What follows belongs to an exercise in optimizing a design on an open flow for small area, a short achievable clock period and few clock cycles; a production flow would make more cautious choices. Where RTL was checked, it was by simulation tests only, not by an equivalence proof against the original.

Setup of the baseline:
==> module encrpytion, before the edit <==
module encrpytion        
    # (parameter k = 32)(
    input clk,               
    input rst,               
    input en,                
    input [k-1:0]a,          
    input [2*k-1:0]n,        
    input [k:0]e,            
    output [k-1:0]cipher,    
    output reg ready_flag    
    );
localparam KS = 2;                   
localparam W  = 35;                  
localparam NW = (33 + KS - 1) / KS;  
localparam D  = NW * KS;             
localparam JW = 5;                   
localparam ST_MUL  = 3'd0;           
localparam ST_CONV = 3'd1;           
localparam ST_NORM = 3'd2;           
localparam ST_FIX  = 3'd3;           
localparam ST_UNA  = 3'd4;           
localparam ST_UNB  = 3'd5;           
reg  [W-1:0]  S, C;       
reg  [32:0]   R;          
reg  [31:0]   N;          
reg  [4:0]    sh;         
reg  [KS-1:0] dq;         
reg           first;      
reg           lastc;      
reg  [JW-1:0] j;          
reg  [4:0]    idx;        
reg           ebit;       
reg           sq;         
reg  [2:0]    st;
reg           run;
assign cipher = R[31:0];
reg  [4:0] idx0;
integer i;
always @(*) begin
    idx0 = 5'd0;
    for (i = 1; i <= k; i = i + 1)
        if (e[i]) idx0 = i - 1;
end
wire [W-1:0] Y  = {{(W-33){R[32]}}, R};
wire [W-1:0] Nx = {{(W-32){1'b0}}, N};
wire [W-1:0] N2 = {{(W-33){1'b0}}, N, 1'b0};
wire [7:0] H1 = {4'd0, N[31:28]};
wire [7:0] H3 = {4'd0, N[31:28]} + {3'd0, N[31:27]};
reg [W-1:0] vs [0:KS];
reg [W-1:0] vc [0:KS];
reg [W-1:0] z, s1, c1, z2;
reg [7:0]   u2;
reg         neg, nz, qp, qn, q2;
integer     t;
always @(*) begin
    vs[0] = S;
    vc[0] = C;
    for (t = 0; t < KS; t = t + 1) begin
        nz  = dq[KS-1-t];
        neg = first & (t == 0) & nz;        
        z   = nz ? (Y ^ {W{neg}}) : {W{1'b0}};
        s1  = {vs[t][W-2:0], 1'b0} ^ {vc[t][W-2:0], 1'b0} ^ z;
        c1  = {(({vs[t][W-3:0], 1'b0} & {vc[t][W-3:0], 1'b0}) |
                ({vs[t][W-3:0], 1'b0} & z[W-2:0]) |
                ({vc[t][W-3:0], 1'b0} & z[W-2:0])), neg};
        u2  = {s1[W-1:28] + c1[W-1:28], 1'b0} + 8'd2;
        qp  = !u2[7] && (u2 >= H1);
        q2  = (!u2[7] && (u2 >= H3)) || (u2[7] && ((-u2) > H3));
        qn  = u2[7] && ((-u2) > H1);
        z2  = (qp | qn) ? ((q2 ? N2 : Nx) ^ {W{qp}}) : {W{1'b0}};
        vs[t+1] = s1 ^ c1 ^ z2;
        vc[t+1] = {((s1[W-2:0] & c1[W-2:0]) | (s1[W-2:0] & z2[W-2:0]) |
                    (c1[W-2:0] & z2[W-2:0])), qp};
    end
end
wire        cpa_conv = (st == ST_CONV);
wire [32:0] opA = cpa_conv ? S[32:0] : R;
wire [32:0] opB = cpa_conv ? C[32:0] : ((st == ST_FIX) ? {1'b0, N} : ~{1'b0, N});
wire [32:0] sum = opA + opB + {32'd0, st == ST_UNB};
wire [D-1:0] Xs = {{(D-33){R[32]}}, R};
wire [D-1:0] Xn = {{(D-33){sum[32]}}, sum};
wire [D-1:0] Xa = {{(D-32){1'b0}}, a};
wire [KS-1:0] wsq  = Xs[KS*j +: KS];
wire [KS-1:0] wmul = Xa[KS*j +: KS];
wire idle   = ~run & ~ready_flag;
wire domul  = sq & ebit;
wire conv_done = ~domul & (idx == 5'd0);
wire fin    = ((st == ST_FIX) | (st == ST_UNB)) & (sh == 5'd0);
always @(posedge clk or posedge rst) begin
    if (rst) begin
        run <= 1'b0;
        ready_flag <= 1'b0;
    end else begin
        run <= en & (idle | (run & ~fin));
        ready_flag <= en & (ready_flag | (run & fin));
    end
end
always @(posedge clk) begin
    ebit <= e[idx];
    if (idle) begin
        R     <= {1'b0, a};
        N     <= n[31:0];
        sh    <= 5'd0;
        idx   <= idx0;
        sq    <= 1'b1;
        S     <= {W{1'b0}};
        C     <= {W{1'b0}};
        dq    <= Xa[D-1 -: KS];
        first <= 1'b1;
        lastc <= 1'b0;
        j     <= NW - 2;
        st    <= n[31] ? ST_MUL : ST_NORM;
    end else if (run) begin
        case (st)
        ST_NORM: begin
            N  <= {N[30:0], 1'b0};
            sh <= sh + 5'd1;
            if (N[30]) st <= ST_MUL;
        end
        ST_MUL: begin
            S     <= vs[KS];
            C     <= vc[KS];
            first <= 1'b0;
            dq    <= sq ? wsq : wmul;
            lastc <= (j == 0);
            j     <= j - 1'b1;
            if (lastc) st <= ST_CONV;
        end
        ST_CONV: begin
            R     <= sum;
            S     <= {W{1'b0}};
            C     <= {W{1'b0}};
            first <= 1'b1;
            lastc <= 1'b0;
            j     <= NW - 2;
            if (domul) begin
                sq <= 1'b0;
                dq <= Xa[D-1 -: KS];
                st <= ST_MUL;
            end else if (idx == 5'd0) begin
                st <= ST_FIX;
            end else begin
                sq  <= 1'b1;
                idx <= idx - 5'd1;
                dq  <= Xn[D-1 -: KS];
                st  <= ST_MUL;
            end
        end
        ST_FIX: begin
            if (R[32]) R <= sum;
            st <= ST_UNA;
        end
        ST_UNA: begin
            N  <= {1'b0, N[31:1]};
            sh <= sh - 5'd1;
            st <= ST_UNB;
        end
        ST_UNB: begin
            if (!sum[32]) R <= sum;
            st <= ST_UNA;
        end
        default: st <= ST_MUL;
        endcase
    end
end
endmodule
export LEC_CHECK = 0
export CAP_MARGIN = 20
export CORE_MARGIN = 2
export CORE_UTILIZATION = 55
export PLACE_DENSITY = 0.7
export SETUP_SLACK_MARGIN = 5
export SLEW_MARGIN = 20
create_clock -name core_clock -period 10.0 [get_ports {clk}]
run.sh (not shown) runs the stock make flow with config.mk's settings and CLKGATE_MAP_FILE= SYNTH_SCRIPT=/design/flow/synth_recipe.tcl, a recipe that flattens the netlist after the stock synthesis.
Modified inputs, the candidate compared to the baseline
-- flow/design.v --
<<< the baseline, line 10
    output reg ready_flag    
    );
localparam KS = 2;                   
localparam W  = 35;                  
localparam NW = (33 + KS - 1) / KS;  
>>> the candidate, line 10
    output reg ready_flag    
    );
localparam KS = 1;                   
localparam W  = 35;                  
localparam NW = (33 + KS - 1) / KS;  
### Flow results
The candidate: met2 layer usage reported by global route is 1.3 points higher than what the baseline reported. The baseline -> the candidate: peak clock frequency supported by timing increased by more than half. The candidate ends up with lower share of synthesized cell area in and, or, nand and nor gates than the baseline does. Taking the candidate over the baseline, the total placed cells including tap cells ratio works out to 0.75. Multi-input combinational cell count in the candidate vs the baseline: down 403. Between the baseline and the candidate, the flow reports number of clock sinks seen by CTS decreasing slightly. Dominant combinational cell family by area after synthesis: adder cells -> the baseline, compound AO/OA/AOI/OAI gates -> the candidate. Final design area excluding fillers, the baseline and the candidate: higher on the baseline.
Function was not checked in any run of this note: the RTL went through the layout flow alone.


Another version of the RTL of encrpytion (not shown whole).
For scale: about 110 flip-flops, roughly 170 I/O pins, roughly 11000 sq um of cells after synthesis.
## encrpytion
module encrpytion        
    # (parameter k = 32)(
    input clk,               
    input rst,               
    input en,                
    input [k-1:0]a,          
    input [2*k-1:0]n,        
    input [k:0]e,            
    output [k-1:0]cipher,    
    output reg ready_flag    
    );
==> flow/config.mk <==
export PLATFORM = sky130hd
export DESIGN_NAME = encrpytion
export DESIGN_NICKNAME = encrpytion
export VERILOG_FILES = /design/flow/design.v
export SDC_FILE = /design/flow/constraint.sdc
export NUM_CORES = 4
export LEC_CHECK = 0
export ABC_AREA = 1
export CAP_MARGIN = 20
export CORE_MARGIN = 2
export CORE_UTILIZATION = 55
export PLACE_DENSITY = 0.7
export SETUP_SLACK_MARGIN = 5
export SLEW_MARGIN = 20
==> flow/constraint.sdc <==
create_clock -name core_clock -period 10.0 [get_ports {clk}]
set_input_delay 2.0000 -clock core_clock [delete_from_list [all_inputs] [get_ports {clk}]]
set_output_delay 2.0000 -clock core_clock [all_outputs]
set_load 0.01 [all_outputs]
standard.sh (not shown) runs the stock make flow with config.mk's settings and CLKGATE_MAP_FILE= SYNTH_SCRIPT=/design/flow/synth_recipe.tcl, a recipe that flattens the netlist after the stock synthesis.
==> flow/flow/run.sh <==
#!/bin/bash
# Standard ORFS layout (the standard.sh, unchanged synthesis); every
# input and output port still gets its own buffer, but a plain buf_1
# instead of the delay buffer buffer_ports picks by itself.
set -euo pipefail
export BUFFER_PORTS_ARGS="-buffer_cell sky130_fd_sc_hd__buf_1"
bash standard.sh > standard.log 2>&1
Testbench counts at the start, summed over its fixed seeds: cycles 6,240.
Change:
--- a/flow/design.v
+++ b/flow/design.v
@@ -11,29 +11,30 @@
     );
 reg  [k-1:0] R;          
 reg  [k-1:0] P;          
 reg  [k-1:0] Ni;         
 reg          bq;         
 reg  [4:0]   cnt;        
 reg  [4:0]   idx;        
 reg          ebit;       
 reg          sq;         
 reg          run;        
+reg          zp;         
 assign cipher = R;
 reg  [4:0] idx0;
 integer i;
 always @(*) begin
     idx0 = 5'd0;
     for (i = 1; i <= k; i = i + 1)
         if (e[i]) idx0 = i - 1;
 end
-wire [k+2:0] x  = {2'b00, P, 1'b0};
+wire [k+2:0] x  = {2'b00, P & {k{~zp}}, 1'b0};
 wire [k+2:0] y  = {3'b000, bq ? R : {k{1'b0}}};
 wire [k+2:0] z1 = {3'b111, Ni};           
 wire [k+2:0] z2 = {2'b11, Ni, 1'b1};      
 wire [k+2:0] s1 = x ^ y ^ z1;
 wire [k+2:0] c1 = (x & y) | (x & z1) | (y & z1);
 wire [k+2:0] s2 = x ^ y ^ z2;
 wire [k+2:0] c2 = (x & y) | (x & z2) | (y & z2);
 wire [34:0] ad0_p0 = x ^ y;
 wire [34:0] ad0_g0 = x & y;
 wire [34:0] ad0_G0 = {ad0_g0[34:1], ad0_g0[0] | (ad0_p0[0] & 1'b0)};
@@ -568,37 +569,59 @@
     if (rst) begin
         run <= 1'b0;
         ready_flag <= 1'b0;
     end else begin
         run <= en & (idle | (run & ~finish));
         ready_flag <= en & (ready_flag | (run & finish));
     end
 end
 always @(posedge clk)
     Ni <= ~n[k-1:0];
+function [5:0] first_bit;      
+    input [2:0] top;           
+    begin
+        if (top[2])      first_bit = {1'b1, 5'd30};
+        else if (top[1]) first_bit = {1'b1, 5'd29};
+        else             first_bit = {top[0], 5'd28};
+    end
+endfunction
+function [5:0] next_bit;       
+    input [3:0] top;           
+    begin
+        if (top[3])      next_bit = {top[2], 5'd29};
+        else if (top[2]) next_bit = {top[1], 5'd28};
+        else             next_bit = {top[0], 5'd27};
+    end
+endfunction
+wire [5:0] fa = first_bit(a[k-1:k-3]);
+wire [5:0] na = next_bit(a[k-1:k-4]);
+wire [5:0] nr = next_bit(res[k-1:k-4]);
 always @(posedge clk) begin
     ebit <= e[idx];
-    P <= (idle | last) ? {k{1'b0}} : res;
+    P    <= res;
+    zp   <= 1'b0;
     if (idle) begin
         R   <= a;
-        bq  <= a[k-1];
-        cnt <= 5'd30;
+        zp  <= 1'b1;
+        {bq, cnt} <= fa;
         idx <= idx0;
         sq  <= 1'b1;
     end else if (run) begin
         cnt <= cnt - 5'd1;
         if (last) begin
             R <= res;
             if (domul) begin
                 sq <= 1'b0;
-                bq <= a[k-1];
+                zp <= ~|a[k-1:k-3];
+                {bq, cnt} <= na;
             end else begin
                 sq  <= 1'b1;
-                bq  <= res[k-1];
+                zp  <= ~|res[k-1:k-3];
+                {bq, cnt} <= nr;
                 idx <= idx - 5'd1;
             end
         end else begin
             bq <= sq ? R[cnt] : a[cnt];
         end
     end
 end
 endmodule
The new run completed with no timing, DRC or antenna violations.
Cell count goes up by 8.3%.
Wire length goes up by 4.1%.
First-iteration DRC count goes up by 3.4%.
Cell area is higher by 5.9%.
The RTL of the second run of this note was laid out without a check of its function.


Setup of alpha:
Another version of the RTL of encrpytion (not shown whole).
Size: about 110 flip-flops, roughly 170 I/O pins.
Settings: LEC_CHECK=0, ABC_AREA=1, CAP_MARGIN=20, CORE_MARGIN=2, CORE_UTILIZATION=55, PLACE_DENSITY=0.7, SETUP_SLACK_MARGIN=5, SLEW_MARGIN=20; clock period 10.0 ns.
Scripts as last shown in full above: flow/flow/run.sh
Input-level comparison between beta and alpha:
-- flow/design.v --
<<< alpha, line 13
reg  [k-1:0] P;          
reg  [k-1:0] Ni;         
reg          bq;         
reg  [4:0]   cnt;        
reg  [4:0]   idx;        
>>> beta, line 13
reg  [k-1:0] P;          
reg  [k-1:0] Ni;         
reg  [k-1:0] Y;          
reg          clr;        
reg  [4:0]   cnt;        
reg  [4:0]   idx;        
<<< alpha, line 19
reg          sq;         
reg          run;        
reg          srch;       
assign cipher = R;
wire [k+2:0] x  = {2'b00, P, 1'b0};
wire [k+2:0] y  = {3'b000, bq ? R : {k{1'b0}}};
wire [k+2:0] z1 = {3'b111, Ni};           
wire [k+2:0] z2 = {2'b11, Ni, 1'b1};      
>>> beta, line 20
reg          sq;         
reg          run;        
assign cipher = R;
reg  [4:0] idx0;
integer i;
always @(*) begin
    idx0 = 5'd0;
    for (i = 1; i <= k; i = i + 1)
        if (e[i]) idx0 = i - 1;
end
wire [k+2:0] x  = {2'b00, P, 1'b0};
wire [k+2:0] y  = {3'b000, Y};
wire [k+2:0] z1 = {3'b111, Ni};           
wire [k+2:0] z2 = {2'b11, Ni, 1'b1};      
<<< alpha, line 570
always @(posedge clk)
    Ni <= ~n[k-1:0];
always @(posedge clk) begin
    ebit <= e[idx];
    P <= (idle | last) ? {k{1'b0}} : res;
    if (idle) begin
        R    <= a;
        bq   <= a[k-1];
        cnt  <= 5'd30;
        idx  <= e[k] ? 5'd31 : 5'd30;
        srch <= ~e[k] & ~e[k-1];
        sq   <= 1'b1;
    end else if (run) begin
        cnt <= cnt - 5'd1;
        if (srch) begin
            idx  <= idx - 5'd1;
            srch <= ~e[idx];
        end
        if (last) begin
            R <= res;
            if (domul) begin
                sq <= 1'b0;
                bq <= a[k-1];
            end else begin
                sq  <= 1'b1;
                bq  <= res[k-1];
                idx <= idx - 5'd1;
            end
        end else begin
            bq <= sq ? R[cnt] : a[cnt];
        end
    end
>>> beta, line 577
always @(posedge clk)
    Ni <= ~n[k-1:0];
function [5:0] first_bit;      
    input [2:0] top;           
    begin
        if (top[2])      first_bit = {1'b0, 5'd30};
        else if (top[1]) first_bit = {1'b0, 5'd29};
        else             first_bit = {~top[0], 5'd28};
    end
endfunction
wire [5:0] fa = first_bit(a[k-1:k-3]);
wire [5:0] fr = first_bit(res[k-1:k-3]);
wire       xb = sq ? R[cnt] : a[cnt];        
always @(posedge clk) begin
    ebit <= e[idx];
    P   <= (idle | last | clr) ? {k{1'b0}} : res;
    clr <= 1'b0;
    if (idle) begin
        R   <= a;
        Y   <= a;
        {clr, cnt} <= fa;
        idx <= idx0;
        sq  <= 1'b1;
    end else if (run) begin
        cnt <= cnt - 5'd1;
        if (last) begin
            R <= res;
            Y <= res;
            if (domul) begin
                sq <= 1'b0;
                {clr, cnt} <= fa;
            end else begin
                sq  <= 1'b1;
                {clr, cnt} <= fr;
                idx <= idx - 5'd1;
            end
        end else begin
            Y <= xb ? R : {k{1'b0}};
        end
    end
--- outcome ---
Comparing the two runs side by side, beta comes out behind alpha on hold slack.
Compare alpha and beta | global-route wire length before repair lower: alpha
Delta (beta minus alpha): flop and latch count out of synthesis shows an increase of 28%, met1 layer wirelength in the final routing climbed 100 um, area added between synthesis and finish rose 1.4 points, final cell count without fillers now sits lower.
As of beta, sum of routed wire length over all layers had risen slightly compared to alpha.
Run comparison: alpha end of the critical path R[18]; beta end of the critical path Y[29]
Note that the floorplan die area recorded for beta amounts to 1.05 times the value seen in alpha.
Summary: synthesized area, beta worse than alpha
No functional check of the RTL was part of any run of this note.


encrpytion, a different RTL version from the one above (not shown whole).
Size in the first run: about 1,400 cells after synthesis, about 110 flip-flops, roughly 170 I/O pins, ~11,000 um^2 of cells after synthesis.
==> flow/config.mk <==
export PLATFORM = sky130hd
export DESIGN_NAME = encrpytion
export DESIGN_NICKNAME = encrpytion
export VERILOG_FILES = /design/flow/design.v
export SDC_FILE = /design/flow/constraint.sdc
export NUM_CORES = 4
export LEC_CHECK = 0
export ABC_AREA = 1
export CAP_MARGIN = 20
export CORE_MARGIN = 2
export CORE_UTILIZATION = 55
export PLACE_DENSITY = 0.7
export SETUP_SLACK_MARGIN = 5
export SLEW_MARGIN = 20
==> flow/constraint.sdc <==
create_clock -name core_clock -period 10.0 [get_ports {clk}]
set_input_delay 2.0000 -clock core_clock [delete_from_list [all_inputs] [get_ports {clk}]]
set_output_delay 2.0000 -clock core_clock [all_outputs]
set_load 0.01 [all_outputs]
Scripts as last shown in full above: flow/flow/run.sh
Change:
--- a/flow/design.v
+++ b/flow/design.v
@@ -15,13 +15,12 @@
 reg          bq;         
 reg  [4:0]   cnt;        
 reg  [4:0]   idx;        
 reg          ebit;       
 reg          sq;         
 reg          run;        
-reg          clr;        
 assign cipher = R;
 reg  [4:0] idx0;
 integer i;
 always @(*) begin
     idx0 = 5'd0;
     for (i = 1; i <= k; i = i + 1)
@@ -581,44 +580,32 @@
     begin
         if (top[2])      first_bit = {1'b1, 5'd30};
         else if (top[1]) first_bit = {1'b1, 5'd29};
         else             first_bit = {top[0], 5'd28};
     end
 endfunction
-function [5:0] next_bit;       
-    input [3:0] top;           
-    begin
-        if (top[3])      next_bit = {top[2], 5'd29};
-        else if (top[2]) next_bit = {top[1], 5'd28};
-        else             next_bit = {top[0], 5'd27};
-    end
-endfunction
 wire [5:0] fa = first_bit(a[k-1:k-3]);
-wire [5:0] na = next_bit(a[k-1:k-4]);
-wire [5:0] nr = next_bit(res[k-1:k-4]);
+wire [5:0] fr = first_bit(res[k-1:k-3]);
 always @(posedge clk) begin
     ebit <= e[idx];
-    P    <= (idle | clr) ? {k{1'b0}} : res;
-    clr  <= 1'b0;
+    P <= (idle | last) ? {k{1'b0}} : res;
     if (idle) begin
         R   <= a;
         {bq, cnt} <= fa;
         idx <= idx0;
         sq  <= 1'b1;
-    end else if (run & ~clr) begin
+    end else if (run) begin
         cnt <= cnt - 5'd1;
         if (last) begin
             R <= res;
             if (domul) begin
-                sq  <= 1'b0;
-                clr <= ~|a[k-1:k-3];
-                {bq, cnt} <= na;
+                sq <= 1'b0;
+                {bq, cnt} <= fa;
             end else begin
                 sq  <= 1'b1;
-                clr <= ~|res[k-1:k-3];
-                {bq, cnt} <= nr;
+                {bq, cnt} <= fr;
                 idx <= idx - 5'd1;
             end
         end else begin
             bq <= sq ? R[cnt] : a[cnt];
         end
     end
- The new run finished clean
- flip-flop and latch count falls by 1
- worst setup slack improves by 20 ps
- cell area falls by 2.6%
- global-route usage rises by 0.17 points
- die area falls by 2.6%
- non-clock buffer count falls by 4
- core utilization falls by 0.60 points
- count of clock-buffer cells in the layout falls by 1
- synthesized area falls by 2.6%
Testbench counts after the change, summed over its fixed seeds: cycles 6,039.
Only the layout flow was run in the first run of this note; the RTL was not checked for function there.

-- port drivers added, routing unchanged --
No port has a modelled driver above. Below, the same layouts with a new extraction and two added sets of constraints.
Step 1, drivers: a clkbuf_16 drives clk and a buf_2 each remaining input, both assumed.
Step 2 adds t to the input delays and takes it off the output delays; t is the mean of the earliest and latest rising clock arrival at the registers after step 1. Input paths then give back, and output paths get back, about the clock's delay inside the block.
Three values: no drivers, after step 1, after step 2; two values: the first two.
| run | t, ns | setup WS [ns] | hold WS [ns] | pins driven straight from the clock port |
|---|---|---|---|---|
| the baseline | 0.512 | 0.173 / 0.173 / 0.173 | 0.464 / 0.464 / 0.464 | 1 |
| the candidate | 0.492 | 4.347 / 4.347 / 4.347 | 0.462 / 0.462 / 0.462 | 1 |
| the first run of note 2 | 0.409 | 5.295 / 5.295 / 5.295 | 0.547 / 0.547 / 0.547 | 1 |
| the second run of note 2 | 0.413 | 5.198 / 5.198 / 5.198 | 0.598 / 0.598 / 0.598 | 1 |
| alpha | 0.414 | 5.338 / 5.338 / 5.338 | 0.536 / 0.536 / 0.536 | 1 |
| beta | 0.473 | 5.419 / 5.419 / 5.419 | 0.532 / 0.532 / 0.532 | 1 |
| the first run of note 4 | 0.415 | 5.321 / 5.321 / 5.321 | 0.544 / 0.544 / 0.544 | 1 |
| the second run of note 4 | 0.415 | 5.341 / 5.341 / 5.341 | 0.541 / 0.541 / 0.541 | 1 |
After both steps setup and hold are still met in every run listed.
